Background: an optimization exercise with open tools, aiming at small area. Do not read the settings as production practice.
Function was checked by simulation only, so behaviour that the tests miss may differ from the original.
No activity file was given, so power comes from the tool's default toggle rates.

==> flow/design.v (outline; a module is shown in full before it is edited, if it fits) <==
// module g_nand2: 1 lines
// module g_nor2: 1 lines
// module g_xnor2: 1 lines
// module g_nor2b: 1 lines
// module g_nand2b: 1 lines
// module g_a21oi: 1 lines
// module g_o21ai: 1 lines
// module slice_p: 24 lines
// module slice_n: 24 lines
// module slice_0: 15 lines
// module slice_p23: 21 lines
// module g_maj3: 1 lines
// module slice_pm: 22 lines
// module slice_nm: 22 lines
// module uart_rx_next: 384 lines
// module uart_tx_next: 557 lines
// module gm_a2111oi_0: 1 lines
// module gm_a211oi_1: 1 lines
// module gm_a21o_1: 1 lines
// module gm_a21oi_1: 1 lines
// module gm_a221o_1: 1 lines
// module gm_a221oi_1: 1 lines
// module gm_a22oi_1: 1 lines
// module gm_and2_0: 1 lines
// module gm_and3_1: 1 lines
// module gm_clkinv_1: 1 lines
// module gm_nand2_1: 1 lines
// module gm_nand2b_1: 1 lines
// module gm_nand3_1: 1 lines
// module gm_nand4_1: 1 lines
// module gm_nor2_1: 1 lines
// module gm_nor2b_1: 1 lines
// module gm_nor3_1: 1 lines
// module gm_nor3b_1: 1 lines
// module gm_nor4_1: 1 lines
// module gm_nor4b_1: 1 lines
// module gm_nor4bb_1: 1 lines
// module gm_o2111ai_1: 1 lines
// module gm_o211a_1: 1 lines
// module gm_o211ai_1: 1 lines
// module gm_o21a_1: 1 lines
// module gm_o21ai_0: 1 lines
// module gm_o21bai_1: 1 lines
// module gm_o221a_1: 1 lines
// module gm_o221ai_1: 1 lines
// module gm_o22ai_1: 1 lines
// module gm_o311ai_0: 1 lines
// module gm_o31ai_1: 1 lines
// module gm_o32a_1: 1 lines
// module gm_o32ai_1: 1 lines
// module gm_o41ai_1: 1 lines
// module gm_or2_0: 1 lines
// module gm_or3_1: 1 lines
// module gm_or4_1: 1 lines
// module g_a222oi: 3 lines
// module g_a22oi: 3 lines
// module g_nand3: 1 lines
// module sel9: 7 lines
// module sel4: 6 lines
// module sel5: 6 lines
// ... 6 more modules
module Axi_Lite_Uart(clock, reset, s_axi_awaddr, s_axi_awvalid, s_axi_awready, s_axi_wdata, s_axi_wvalid, s_axi_wready, s_axi_bresp, s_axi_bvalid, s_axi_bready, s_axi_araddr, s_axi_arvalid, s_axi_arready, s_axi_rdata, s_axi_rresp, s_axi_rvalid, s_axi_rready, RxD, TxD, CTS
, RTS);
  // ...
==> flow/flow/run.sh <==
#!/bin/bash
# Standard ORFS layout (the standard.sh) with these changes:
#  - ABC maps with a 1 fF output load, so the one-gate modules of the
#    hierarchical synthesis come out at drive strength 1;
#  - port buffers use the smallest buffer cell instead of the resizer's pick;
#  - CTS uses clkbuf_8, clusters up to 18 sinks within 110 um and inserts
#    no dummy loads.
# make's full output goes to standard.log; ORFS keeps per-step logs in orfs/logs.
set -euo pipefail
bash standard.sh \
  "BUFFER_PORTS_ARGS=-buffer_cell sky130_fd_sc_hd__buf_1" \
  "CTS_ARGS=-sink_clustering_enable -repair_clock_nets -dont_use_dummy_load -sink_clustering_size 18 -sink_clustering_max_diameter 110 -buf_list {sky130_fd_sc_hd__clkbuf_4 sky130_fd_sc_hd__clkbuf_8}" \
  "ABC_LOAD_IN_FF=1" \
  finish > standard.log 2>&1
==> flow/standard.sh <==
#!/bin/bash
# synth_recipe.tcl (not shown) runs the flow's synth.tcl, then flattens the netlist and writes it again
# the make line also repeats each setting of config.mk as NAME=value (left out here)
make -C /OpenROAD-flow-scripts/flow DESIGN_CONFIG=/design/flow/config.mk WORK_HOME=/design/flow/orfs CLKGATE_MAP_FILE= SYNTH_SCRIPT=/design/flow/synth_recipe.tcl "${@:-finish}"
==> flow/config.mk <==
export PLATFORM = sky130hd
export DESIGN_NAME = Axi_Lite_Uart
export DESIGN_NICKNAME = Axi_Lite_Uart
export VERILOG_FILES = /design/flow/design.v
export SDC_FILE = /design/flow/constraint.sdc
export NUM_CORES = 4
export LEC_CHECK = 0
export CAP_MARGIN = 10
export CORE_MARGIN = 2
export CORE_UTILIZATION = 65
export SLEW_MARGIN = 10
export SYNTH_HIERARCHICAL = 1
export SYNTH_MINIMUM_KEEP_SIZE = 0
==> flow/constraint.sdc <==
create_clock -name core_clock -period 6.0 [get_ports {clock}]
set_input_delay 1.2000 -clock core_clock [delete_from_list [all_inputs] [get_ports {clock}]]
set_output_delay 1.2000 -clock core_clock [all_outputs]
set_load 0.01 [all_outputs]
==> flow_metrics.env, run 1 <==
export IMPL_status="complete, no violations"
export IMPL_final_max_slew_violation_count=0
export IMPL_detailroute_wirelength_met3_mm=2.04
export IMPL_tritoncts_clock_tree="built"
export IMPL_layout_comb_gates_multi_input=894
export IMPL_powerClk_w=0.00113
export IMPL_cp_max_fo=24
export IMPL_synth_mux_area_share_pct=0.522
export IMPL_cts_max_path_buffers=3
export IMPL_chipWidth_microns=160
export IMPL_globalRouteOverflowTotal=0
export IMPL_cts_root_buffer_cell="clkbuf_8"
export IMPL_finalNonFillerCells=1833
export IMPL_path_delay_family="simple AND/OR/NAND/NOR gates"
export IMPL_clock_skew_final_ps=34.0
export IMPL_maximum_frequency_from_static_timing_analysis_mhz=190
export IMPL_placed_area_sq_um=16700
export IMPL_placed_cells_incl_taps=1808
export IMPL_report_power_total_w=0.00487
export IMPL_design_die_area_sq_um=25600
export IMPL_grt_start_max_net_pins=67
export IMPL_coreArea_sq_um=24100
export IMPL_r2r_worst_path_cells=29
export IMPL_syn_to_final_growth_pct=7.73
export IMPL_floorplan_die_height_microns=160
export IMPL_timing_final_crit_period_ps=5250
export IMPL_floorplan_tapcells=324
export IMPL_yosys_cell_count_top_type="edfxtp_1"
export IMPL_worst_skew_pair_late_latency_ps=590
export IMPL_cp_endpoint="rx_div_cnt[2]$_DFF_P_"
export IMPL_synth_flop_cell="edfxtp_1"
export IMPL_cp_slowest_cell="dfxtp_1"
export IMPL_fillerInstances=1808
export IMPL_cts_repair_resizes=0
export IMPL_pwr_group_combinational_w=0.000601
export IMPL_switching_power_w=0.00127
export IMPL_top_layer_used="met4"
export IMPL_setup_worst_path_start="rx_div_cnt[0]$_DFF_P_"
export IMPL_timing_final_hold_violations=0
export IMPL_seq_area_share_pct=60.6
==> run 2: changes to the inputs <==
--- a/flow/flow/run.sh
+++ b/flow/flow/run.sh
@@ -9,6 +9,6 @@
 set -euo pipefail
 bash standard.sh \
   "BUFFER_PORTS_ARGS=-buffer_cell sky130_fd_sc_hd__buf_1" \
-  "CTS_ARGS=-sink_clustering_enable -repair_clock_nets -dont_use_dummy_load -sink_clustering_size 18 -sink_clustering_max_diameter 110 -buf_list {sky130_fd_sc_hd__clkbuf_4 sky130_fd_sc_hd__clkbuf_8}" \
+  "CTS_ARGS=-sink_clustering_enable -repair_clock_nets -dont_use_dummy_load -sink_clustering_size 18 -sink_clustering_max_diameter 110 -buf_list sky130_fd_sc_hd__clkbuf_8" \
   "ABC_LOAD_IN_FF=1" \
   finish > standard.log 2>&1
--- a/flow/config.mk
+++ b/flow/config.mk
@@ -7,7 +7,7 @@
 export LEC_CHECK = 0
 export CAP_MARGIN = 10
 export CORE_MARGIN = 2
-export CORE_UTILIZATION = 65
+export CORE_UTILIZATION = 72
 export SLEW_MARGIN = 10
 export SYNTH_HIERARCHICAL = 1
 export SYNTH_MINIMUM_KEEP_SIZE = 0
==> flow_metrics.env, run 2 <==
export IMPL_drive_gt1_share_pct=4.57
export IMPL_final_max_slew_violation_count=0
export IMPL_final_net_count=1585
export IMPL_grt_pass1_wl_mm=51.9
export IMPL_report_power_total_w=0.00487
export IMPL_maximum_frequency_from_static_timing_analysis_mhz=184
export IMPL_cts_max_level=1
export IMPL_globalRouteOverflowTotal=0
export IMPL_port_buffers=100
export IMPL_timing_final_setup_violations=0
export IMPL_route_final_wire_length_mm=32.5
export IMPL_cts_repair_resizes=0
export IMPL_synth_lib_cells_used_distinct=49
export IMPL_path_class="reg2reg"
export IMPL_floorplan_die_height_microns=152
export IMPL_worst_ep_required_time_ps=6510
export IMPL_yosys_cell_count_top_type="edfxtp_1"
export IMPL_synthArstFlopShare_pct=9.74
export IMPL_drc_errors=0
export IMPL_drt_wirelength_per_cell_microns=18.2
export IMPL_timing_final_crit_share_pct=90.5
export IMPL_post_synthesis_instance_area_sq_um=15800
export IMPL_coreArea_sq_um=21700
export IMPL_synth_commonest_cells="232 x edfxtp_1, 190 x nand2_1, 170 x nor2_1"
export IMPL_grt_start_max_net_pins=67
export IMPL_first_iter_violations=1155
export IMPL_synthDominantAreaCellType="edfxtp_1"
export IMPL_vias_per_cell=6.12
export IMPL_tritoncts_num_buffers=25
export IMPL_cp_slowest_cell="dfxtp_1"
export IMPL_first_global_vias=10400
export IMPL_rsz0062_at_grt="false"
export IMPL_final_cell_area_sq_um=17000
export IMPL_slew_headroom_pct=26.7
export IMPL_commonest_non_fill_non_tap_cell_in_the_layout="edfxtp_1"
export IMPL_worst_skew_pair_late_latency_ps=580
export IMPL_synth_top_area_share_pct=44.0
export IMPL_place_hpwl_mm=22.6
export IMPL_chipWidth_microns=152
export IMPL_worstPathArrival_ps=5940
export IMPL_clk_transition_reported_paths_ps=120
export IMPL_worst_slew_pin_slew_ps=1090
export IMPL_drtAntennaViolNets=0
export IMPL_most_common_layout_cells="232 x edfxtp_1, 190 x nand2_1, 168 x nor2_1, 120 x dfxtp_1, 103 x nor2b_1"
export IMPL_clock_skew_final_ps=35.0
export IMPL_ys_seq_area_share_pct=65.2
export IMPL_tritoncts_num_sinks=390
export IMPL_postcts_setup_bufs=0
export IMPL_synth_enable_flop_cells=232
export IMPL_cp_max_fo=24
export IMPL_cts_root_buffer_cell="clkbuf_8"
export IMPL_std_cell_rows=54
export IMPL_boundaryPins=116
export IMPL_cts_hold_buffers=0
export IMPL_critPathCaptureType="flip-flop"
export IMPL_ys_warn_count=7
export IMPL_antenna_diode_count=0
export IMPL_synth_ff_latch_count=390
export IMPL_avgSynthCellArea_sq_um=11.5
export IMPL_cp_slowest_stage_delay_ps=420
export IMPL_power_density_nw_per_um2=286
export IMPL_synth_area_top_cells="edfxtp_1 44%, dfxtp_1 15%, dfrtp_1 5.5%, a222oi_1 5.1%, nand2_1 4.5%"
export IMPL_drt_pass1_iterations=8
export IMPL_initial_cell_density_of_the_core_pct=73.0
export IMPL_setup_worst_path_start_class="flip-flop"
export IMPL_track_usage_pct=27.7
export IMPL_placed_area_sq_um=16700
export IMPL_route_vias_total=11000
export IMPL_timing_final_hold_violations=0
export IMPL_cts_max_path_buffers=3
export IMPL_grt_antenna_before_repair=0
export IMPL_max_cap_violations=0
export IMPL_vdd_ir_drop_max_mv=0.207
export IMPL_setup_total_negative_slack_ps=0
export IMPL_fillerInstances=1390
export IMPL_layout_top_registers="rx_mem x64, tx_mem x64"
export IMPL_hold_path_class="reg2async"
export IMPL_timing_final_crit_period_ps=5430
export IMPL_design_die_area_sq_um=23200
export IMPL_tritoncts_clock_tree="built"
export IMPL_postSynthCellCount=1375
export IMPL_synth_flop_cell="edfxtp_1"
export IMPL_syn_to_final_growth_pct=7.43
export IMPL_status="complete, no violations"
export IMPL_cellLeakagePower_nw=6.10
export IMPL_globalplace_congestion=0.914
## run 2: routing by layer
metal	GRT usage, %	wire, microns
met5	0	0
met4	7.48	796
met3	3.70	2140
met2	47.2	15800
met1	38.2	13700
## run 2: area by class of cell
cell class,instances,area [sq um],area share [%]
sequential,390,10300,60.7
multi-input combinational,894,5170,30.4
timing repair buffer,114,482,2.83
tap,280,350,2.06
clock buffer,25,344,2.02
inverter,87,327,1.92
## run 2: cells by family after synthesis
| family | count (synthesis) | synth area share (%) |
|---|---|---|
| simple gates | 555 | 16.1 |
| flops | 390 | 65.2 |
| compound gates | 265 | 12.1 |
| buf+inv | 93 | 2.35 |
| xor+xnor | 46 | 2.55 |
| fa+ha+maj | 16 | 1.14 |
| mux | 8 | 0.522 |
| other cells | 2 | 0.0475 |
## run 2: path summary, 6_finish.rpt
check | to | slack, ps | cells after the start | start
max in group asynchronous | ov_lock$_DFF_PN0_ | 4670 | 2 | reset
max reg2reg | rx_div_cnt[10]$_DFF_P_ | 570 | 29 | rx_div_cnt[0]$_DFF_P_
min in group core_clock | rst_d2$_DFF_PN0_ | 370 | 0 | rst_d1$_DFF_PN0_
max | rx_div_cnt[10]$_DFF_P_ | 570 | 29 | rx_div_cnt[0]$_DFF_P_
min | rx_cnt_reg[0]$_DFF_PN0_ | 180 | 0 | rst_d2$_DFF_PN0_
min reg2reg | rx_cnt_reg[0]$_DFF_PN0_ | 180 | 0 | rst_d2$_DFF_PN0_
## run 2: worst max-delay path: cells and delay by family (launching register included)
kind	cells	cell delay (ps)
AO/OA/AOI/OAI	2	340
XOR/XNOR	1	210
buffers and inverters	1	260
flip-flops	1	420
AND/OR/NAND/NOR	25	4120
## run 2: where the power goes
| part | leakage [nW] | switching (W) | internal [W] |
|---|---|---|---|
| Clock | 0.180 | 0.000746 | 0.000375 |
| Combinational | 2.30 | 0.000385 | 0.000220 |
| Sequential | 3.62 | 0.000139 | 0.00300 |
## run 2: modules after synthesis, one instance, submodules excluded, excerpt
module        cell area, sq um  copies in the design  cells inside  flip-flops and latches
gm_o2111ai_1              8.76                     3             1                       0
g_maj3                    11.3                    16             1                       0
g_xnor2                   8.76                    46             1                       0
gm_o21a_1                 7.51                     5             1                       0
g_nand4                   6.26                     6             1                       0
gm_o22ai_1                6.26                     8             1                       0
gm_o221a_1                11.3                     1             1                       0
gm_a211oi_1               7.51                     6             1                       0
gm_a21o_1                 7.51                     1             1                       0
gm_nor3_1                 5.00                    16             1                       0
## run 2: through the flow
step           setup WS (ps)  util, %  hold slack [ps]  std cells
2_1_floorplan           1030        -              113       1377
4_1_cts                  599     78.4              195       1790
6_report                 567     78.4              180       1790
3_3_place_gp             855     76.8              183       1765
3_5_place_dp             690     76.8              188       1765
5_1_grt                 57.2     78.4              218       1790
==> run 3: changes to the inputs <==
--- a/flow/config.mk
+++ b/flow/config.mk
@@ -7,7 +7,8 @@
 export LEC_CHECK = 0
 export CAP_MARGIN = 10
 export CORE_MARGIN = 2
-export CORE_UTILIZATION = 72
+export CORE_UTILIZATION = 65
+export PLACE_DENSITY = 0.75
 export SLEW_MARGIN = 10
 export SYNTH_HIERARCHICAL = 1
 export SYNTH_MINIMUM_KEEP_SIZE = 0
==> flow_metrics.env, run 3 <==
export IMPL_ys_warn_count=7
export IMPL_synth_commonest_cells="232 x edfxtp_1, 190 x nand2_1, 170 x nor2_1"
export IMPL_cp_max_fo=6
export IMPL_clk_transition_reported_paths_ps=110
export IMPL_critPathCaptureType="flip-flop"
export IMPL_syn_to_final_growth_pct=7.73
export IMPL_coreArea_sq_um=24100
export IMPL_status="complete, no violations"
export IMPL_drt_pass1_iterations=6
export IMPL_worst_r2r_setup_slack_ps=800
export IMPL_ys_seq_area_share_pct=65.2
export IMPL_cts_root_buffer_cell="clkbuf_8"
export IMPL_critPathMostFrequentCell="maj3_2"
export IMPL_drtAntennaViolNets=0
export IMPL_vias_per_cell=5.90
export IMPL_vdd_ir_drop_max_mv=0.243
export IMPL_slew_headroom_pct=25.3
export IMPL_drc_errors=0
export IMPL_final_hold_worst_slack_ps=143
export IMPL_synth_top_area_share_pct=44.0
export IMPL_layout_top_registers="rx_mem x64, tx_mem x64"
export IMPL_timing_final_crit_share_pct=86.7
export IMPL_synth_mux_area_share_pct=0.522
export IMPL_compound_gate_portion_of_the_synthesized_area_pct=12.1
export IMPL_globalplace_congestion=0.832
export IMPL_synth_adder_area_share_pct=1.14
export IMPL_tritoncts_num_sinks=390
export IMPL_setup_worst_path_start_class="flip-flop"
export IMPL_first_iter_violations=1271
export IMPL_synth_area_top_cells="edfxtp_1 44%, dfxtp_1 15%, dfrtp_1 5.5%, a222oi_1 5.1%, nand2_1 4.5%"
export IMPL_pre_cts_ws_ps=887
export IMPL_worst_slew_pin_slew_ps=1110
export IMPL_final_net_count=1584
export IMPL_track_usage_pct=25.1
export IMPL_cts_repair_resizes=0
export IMPL_rsz0062_at_grt="false"
export IMPL_grt_start_max_net_pins=66
export IMPL_std_cell_rows=57
export IMPL_globalRouteOverflowTotal=0
export IMPL_synthXorXnorAreaFrac_pct=2.55
export IMPL_cts_hold_buffers=0
export IMPL_cellLeakagePower_nw=6.10
export IMPL_path_class="reg2reg"
export IMPL_timing_final_setup_violations=0
export IMPL_synth_enable_flop_cells=232
export IMPL_floorplan_die_height_microns=160
export IMPL_path_delay_family="adder cells"
export IMPL_place_hpwl_mm=22.3
export IMPL_post_synthesis_instance_area_sq_um=15800
export IMPL_setup_worst_path_start="div_num_reg[1]$_DFFE_PP_"
export IMPL_r2r_worst_path_cells=26
export IMPL_final_max_slew_violation_count=0
export IMPL_route_vias_total=10800
export IMPL_seqCellArea_sq_um=10300
export IMPL_regToRegEndpoint="rx_u_clk$_DFF_PN0_"
export IMPL_route_final_wire_length_mm=32.6
export IMPL_most_common_layout_cells="232 x edfxtp_1, 190 x nand2_1, 168 x nor2_1, 120 x dfxtp_1, 103 x nor2b_1"
export IMPL_port_buffers=100
export IMPL_postcts_setup_bufs=0
export IMPL_cts_max_path_buffers=3
export IMPL_cp_slowest_cell="edfxtp_1"
export IMPL_synthArstFlopShare_pct=9.74
export IMPL_setup_total_negative_slack_ps=0
export IMPL_yosys_cell_count_top_type="edfxtp_1"
export IMPL_first_global_vias=10200
export IMPL_drive_gt1_share_pct=4.51
export IMPL_synth_ff_latch_count=390
export IMPL_main_combinational_cell_family_by_area_after_synthesis="simple AND/OR/NAND/NOR gates"
export IMPL_power_density_nw_per_um2=286
export IMPL_tritoncts_clock_tree="built"
export IMPL_post_synth_and_or_nand_nor_area_fraction_pct=16.1
export IMPL_tritoncts_num_buffers=25
export IMPL_grt_pass1_wl_mm=51.7
export IMPL_cp_slowest_stage_delay_ps=470
export IMPL_max_cap_violations=0
export IMPL_timing_final_crit_period_ps=5200
export IMPL_maximum_frequency_from_static_timing_analysis_mhz=192
export IMPL_drt_wirelength_per_cell_microns=17.8
export IMPL_avgSynthCellArea_sq_um=11.5
export IMPL_synth_lib_cells_used_distinct=49
export IMPL_clock_skew_final_ps=49.9
export IMPL_multiInputGateArea_sq_um=5170
export IMPL_rr_startpoint="div_num_reg[1]$_DFFE_PP_"
export IMPL_postSynthCellCount=1375
export IMPL_synth_flop_cell="edfxtp_1"
export IMPL_grt_antenna_before_repair=0
export IMPL_design_die_area_sq_um=25600
export IMPL_hold_path_class="reg2async"
export IMPL_worst_skew_pair_late_latency_ps=590
export IMPL_initial_cell_density_of_the_core_pct=65.6
export IMPL_commonest_non_fill_non_tap_cell_in_the_layout="edfxtp_1"
export IMPL_cts_max_level=1
export IMPL_antenna_diode_count=0
export IMPL_worst_ep_required_time_ps=6490
export IMPL_boundaryPins=116
export IMPL_fillerInstances=1749
export IMPL_crit_buf_inv=1
export IMPL_worstPathArrival_ps=5700
export IMPL_final_setup_worst_slack_ps=796
export IMPL_timing_final_hold_violations=0
export IMPL_chipWidth_microns=160
export IMPL_synthDominantAreaCellType="edfxtp_1"
-- run 3: cell counts after synthesis --
No cell type changed its count.
-- run 3: area by class of cell --
type,count,area share (%)
multi-input cells,894,30.3
clock buffers,25,2.02
repair buffers,113,2.78
well taps,324,2.38
inverters,87,1.92
flip-flops and latches,390,60.6
-- run 3: where the power goes --
part | internal, W | switching [W] | total (W)
registers | 0.00300 | 0.000140 | 0.00314
clock network | 0.000375 | 0.000744 | 0.00112
logic | 0.000220 | 0.000389 | 0.000609
-- run 3: worst reg2reg max path: cells and delay by family (launching register included) --
| family | cells | cell delay (ps) |
|---|---|---|
| and+or+nand+nor | 3 | 410 |
| AOI/OAI and AO/OA | 14 | 1620 |
| adders and majority gates | 8 | 2500 |
| DFF | 1 | 470 |
| buffers and inverters | 1 | 90 |
-- run 3: how the worst max path moves through the flow --
| stage | to | slack, ps | cells past startpoint |
|---|---|---|---|
| final | rx_u_clk$_DFF_PN0_ | 800 | 26 |
| after global routing | tx_div_cnt[2]$_DFF_P_ | 180 | 29 |
| after CTS | rx_div_cnt[22]$_DFF_P_ | 770 | 29 |
| after detailed placement | rx_div_cnt[22]$_DFF_P_ | 890 | 29 |
| after global placement | rx_u_clk$_DFF_PN0_ | 880 | 26 |
| after floorplan | tx_div_cnt[11]$_DFF_P_ | 1030 | 29 |
-- run 3: stage by stage --
step / std cells / util, % / total power [W] / area [sq um]
after floorplan: 1377 / - / 0.00359 / 15800
after global placement: 1808 / 69.3 / 0.00376 / 16700
after CTS: 1833 / 70.7 / 0.00489 / 17000
final: 1833 / 70.7 / 0.00487 / 17000
after detailed placement: 1808 / 69.3 / 0.00380 / 16700
after global routing: 1833 / 70.7 / 0.00509 / 17000
-- run 3: kinds of logic after synthesis --
kind of cell               count (synthesis)
other                                      2
DFF                                      390
and+or+nand+nor                          555
adders and majority gates                 16
AOI/OAI and AO/OA                        265
buffers and inverters                     93
xor gates and xnor gates                  46
muxes                                      8
-- run 3: per-module statistics from Yosys (local to each module, per instance), excerpt --
module	flip-flops and latches	times used	area, sq um
gm_nor4bb_1	0	1	10.0
g_a21oi	0	38	5.00
gm_nor2_1	0	82	3.75
g_nand2	0	146	3.75
gm_o32ai_1	0	2	8.76
gm_o21bai_1	0	1	7.51
gm_nor2b_1	0	42	6.26
g_inv	0	8	3.75
Axi_Lite_Uart	390	1	10500
-- run 3: routing by layer --
layer / vias to the layer above / part of all wire [%] / wire length (microns) / GRT usage, %
li1: 5267 / - / - / -
met1: 5163 / 44 / 14400 / 35.6
met2: 346 / 48 / 15500 / 42.1
met3: 42 / 6.3 / 2060 / 2.81
met4: 0 / 1.9 / 613 / 6.39
met5: - / 0 / 0 / 0
==> run 4: changes to the inputs <==
--- a/flow/config.mk
+++ b/flow/config.mk
@@ -8,7 +8,6 @@
 export CAP_MARGIN = 10
 export CORE_MARGIN = 2
 export CORE_UTILIZATION = 65
-export PLACE_DENSITY = 0.75
 export SLEW_MARGIN = 10
 export SYNTH_HIERARCHICAL = 1
 export SYNTH_MINIMUM_KEEP_SIZE = 0
==> flow_metrics.env, run 4 <==
export IMPL_rsz0062_at_grt="false"
export IMPL_layout_top_registers="rx_mem x64, tx_mem x64"
export IMPL_design_die_area_sq_um=25600
export IMPL_vdd_ir_drop_max_mv=0.277
export IMPL_clk_transition_reported_paths_ps=120
export IMPL_drc_errors=0
export IMPL_worst_slew_pin_slew_ps=1080
export IMPL_cts_max_path_buffers=3
export IMPL_synth_ff_latch_count=390
export IMPL_fillerInstances=1808
export IMPL_cellLeakagePower_nw=6.10
export IMPL_chipWidth_microns=160
export IMPL_pre_cts_ws_ps=817
export IMPL_synthDominantAreaCellType="edfxtp_1"
export IMPL_synth_commonest_cells="232 x edfxtp_1, 190 x nand2_1, 170 x nor2_1"
export IMPL_port_buffers=100
export IMPL_post_synthesis_instance_area_sq_um=15800
export IMPL_final_max_slew_violation_count=0
export IMPL_path_class="reg2reg"
export IMPL_post_synth_and_or_nand_nor_area_fraction_pct=16.1
export IMPL_detailroute_wirelength_met3_mm=2.04
export IMPL_final_net_count=1584
export IMPL_timing_final_setup_violations=0
export IMPL_met2WireLength_mm=15.4
export IMPL_power_density_nw_per_um2=286
export IMPL_main_combinational_cell_family_by_area_after_synthesis="simple AND/OR/NAND/NOR gates"
export IMPL_drt_wirelength_per_cell_microns=17.8
export IMPL_grt_pass1_wl_mm=51.6
export IMPL_regToRegEndpoint="rx_div_cnt[2]$_DFF_P_"
export IMPL_setup_worst_path_start_class="flip-flop"
export IMPL_cp_slowest_cell="dfxtp_1"
export IMPL_synth_flop_cell="edfxtp_1"
export IMPL_floorplan_die_height_microns=160
export IMPL_route_final_wire_length_mm=32.6
export IMPL_tritoncts_num_sinks=390
export IMPL_grt_antenna_before_repair=0
export IMPL_most_common_layout_cells="232 x edfxtp_1, 190 x nand2_1, 168 x nor2_1, 120 x dfxtp_1, 103 x nor2b_1"
export IMPL_drive_gt1_share_pct=4.51
export IMPL_cp_max_fo=24
export IMPL_worst_r2r_setup_slack_ps=750
export IMPL_postcts_setup_bufs=0
export IMPL_synth_mux_area_share_pct=0.522
export IMPL_ys_warn_count=7
export IMPL_critPathCaptureType="flip-flop"
export IMPL_route_vias_total=10700
export IMPL_cts_repair_resizes=0
export IMPL_maximum_frequency_from_static_timing_analysis_mhz=190
export IMPL_final_hold_worst_slack_ps=190
export IMPL_drt_pass1_iterations=9
export IMPL_cp_endpoint="rx_div_cnt[2]$_DFF_P_"
export IMPL_synthXorXnorAreaFrac_pct=2.55
export IMPL_max_cap_violations=0
export IMPL_coreArea_sq_um=24100
export IMPL_first_global_vias=10200
export IMPL_globalRouteOverflowTotal=0
export IMPL_cp_slowest_stage_delay_ps=430
export IMPL_first_iter_violations=1198
export IMPL_fin_util_pct=70.7
export IMPL_top_layer_used="met4"
export IMPL_worstPathArrival_ps=5770
export IMPL_commonest_non_fill_non_tap_cell_in_the_layout="edfxtp_1"
export IMPL_syn_to_final_growth_pct=7.73
export IMPL_postSynthCellCount=1375
export IMPL_boundaryPins=116
export IMPL_hold_path_class="reg2async"
export IMPL_synth_enable_flop_cells=232
export IMPL_tritoncts_clock_tree="built"
export IMPL_cts_hold_buffers=0
export IMPL_std_cell_rows=57
export IMPL_timing_final_crit_period_ps=5250
export IMPL_synth_area_top_cells="edfxtp_1 44%, dfxtp_1 15%, dfrtp_1 5.5%, a222oi_1 5.1%, nand2_1 4.5%"
export IMPL_globalplace_congestion=0.820
export IMPL_avgSynthCellArea_sq_um=11.5
export IMPL_timing_final_hold_violations=0
export IMPL_clock_skew_final_ps=34.0
export IMPL_track_usage_pct=25.3
export IMPL_synthArstFlopShare_pct=9.74
export IMPL_final_setup_worst_slack_ps=749
export IMPL_r2r_worst_path_cells=29
export IMPL_setup_total_negative_slack_ps=0
export IMPL_place_hpwl_mm=22.3
export IMPL_synth_lib_cells_used_distinct=49
export IMPL_slew_headroom_pct=27.6
export IMPL_cts_root_buffer_cell="clkbuf_8"
export IMPL_grt_start_max_net_pins=67
export IMPL_tritoncts_num_buffers=25
export IMPL_initial_cell_density_of_the_core_pct=65.6
export IMPL_ys_seq_area_share_pct=65.2
export IMPL_setup_worst_path_start="rx_div_cnt[0]$_DFF_P_"
export IMPL_synth_adder_area_share_pct=1.14
export IMPL_compound_gate_portion_of_the_synthesized_area_pct=12.1
export IMPL_worst_skew_pair_late_latency_ps=590
export IMPL_worst_ep_required_time_ps=6520
export IMPL_cts_max_level=1
export IMPL_vias_per_cell=5.83
export IMPL_antenna_diode_count=0
export IMPL_drtAntennaViolNets=0
export IMPL_rr_startpoint="rx_div_cnt[0]$_DFF_P_"
export IMPL_status="complete, no violations"
export IMPL_met1_length_mm=14.3
export IMPL_timing_final_crit_share_pct=87.5
export IMPL_synth_top_area_share_pct=44.0
export IMPL_yosys_cell_count_top_type="edfxtp_1"
[run 4: cell counts after synthesis]
No cell type changed its count.
[run 4: critical path: cells and delay by family, from the launching register on]
family / cells / cell delay (ps)
AO/OA/AOI/OAI: 2 / 330
XOR/XNOR: 1 / 190
buffers and inverters: 1 / 260
flip-flops: 1 / 430
AND/OR/NAND/NOR: 25 / 3950
[run 4: cell families (layout without fill, tap and decap cells)]
family	after synthesis	after routing
simple gates	555	555
flops	390	390
compound gates	265	265
buf+inv	93	225
xor+xnor	46	46
fa+ha+maj	16	16
mux	8	8
other cells	2	4
[run 4: metrics by stage]
stage	power (W)	instances	instance area, sq um
2_1_floorplan	0.00359	1377	15800
3_3_place_gp	0.00376	1808	16700
3_5_place_dp	0.00379	1808	16700
4_1_cts	0.00489	1833	17000
5_1_grt	0.00510	1833	17000
6_report	0.00487	1833	17000
[run 4: Yosys stat by module (local to each module, per instance), excerpt]
module,copies in the design,cell area (sq um),flip-flops and latches
g_a22oi,16,7.51,0
gm_clkinv_1,79,3.75,0
gm_nand2_1,42,3.75,0
g_o21ai,36,5.00,0
gm_nand2b_1,1,6.26,0
gm_o32ai_1,2,8.76,0
g_nand4,6,6.26,0
g_a222oi,80,10.0,0
gm_nor4bb_1,1,10.0,0
[run 4: layout make-up]
type / count / area [sq um] / area share [%]
Tap cell: 324 / 405 / 2.38
Clock buffer: 25 / 344 / 2.02
Timing Repair Buffer: 113 / 474 / 2.78
Inverter: 87 / 327 / 1.92
Sequential cell: 390 / 10300 / 60.6
Multi-Input combinational cell: 894 / 5170 / 30.3
[run 4: routing by layer]
metal | vias up | global-route usage (%)
li1 | 5259 | -
met1 | 5066 | 35.1
met2 | 325 | 42.4
met3 | 43 | 3.40
met4 | 0 | 7.17
met5 | - | 0
[run 4: worst min path at each step]
stage	from	to	slack [ps]	cells past startpoint
2_1_floorplan	rst_d2$_DFF_PN0_	RTS$_DFF_PN0_	110	0
3_3_place_gp	rst_d2$_DFF_PN0_	tx_cnt_reg[0]$_DFF_PN0_	190	0
3_5_place_dp	rst_d2$_DFF_PN0_	tx_cnt_reg[0]$_DFF_PN0_	180	0
4_1_cts	rst_d2$_DFF_PN0_	rx_cnt_reg[2]$_DFF_PN0_	200	0
5_1_grt	rst_d2$_DFF_PN0_	rx_cnt_reg[1]$_DFF_PN0_	220	0
6_report	rst_d2$_DFF_PN0_	rx_cnt_reg[1]$_DFF_PN0_	190	0
[run 4: report_power, final]
part,switching (W),leakage [nW],internal [W]
clock network,0.000756,0.180,0.000375
logic,0.000381,2.29,0.000220
registers,0.000135,3.62,0.00300
total,0.00127,6.10,0.00359

-- afterwards: timing with drivers on the ports --
No port has a modelled driver above. Below, the same layouts with a new extraction and two added sets of constraints. Step 1: set_driving_cell puts a clkbuf_16 on clock and a buf_2 on each other input, an assumption about the parent block. Step 2 times the ports against the registers' clock, not the clock port: input delays grow and output delays shrink by t, the midpoint of the rising clock arrivals with the driver on. Three values: ideal ports, drivers, drivers and shift; two values: the first two.
| run | t (ns) | setup slack, ns | pins driven straight from the clock port |
|---|---|---|---|
| run 1 | 0.617 | 0.749 / 0.749 / 0.749 | 1 |
| run 2 | 0.601 | 0.567 / 0.567 / 0.567 | 1 |
| run 3 | 0.611 | 0.796 / 0.796 / 0.796 | 1 |
| run 4 | 0.617 | 0.749 / 0.749 / 0.749 | 1 |
After both steps every run listed still meets setup and hold.
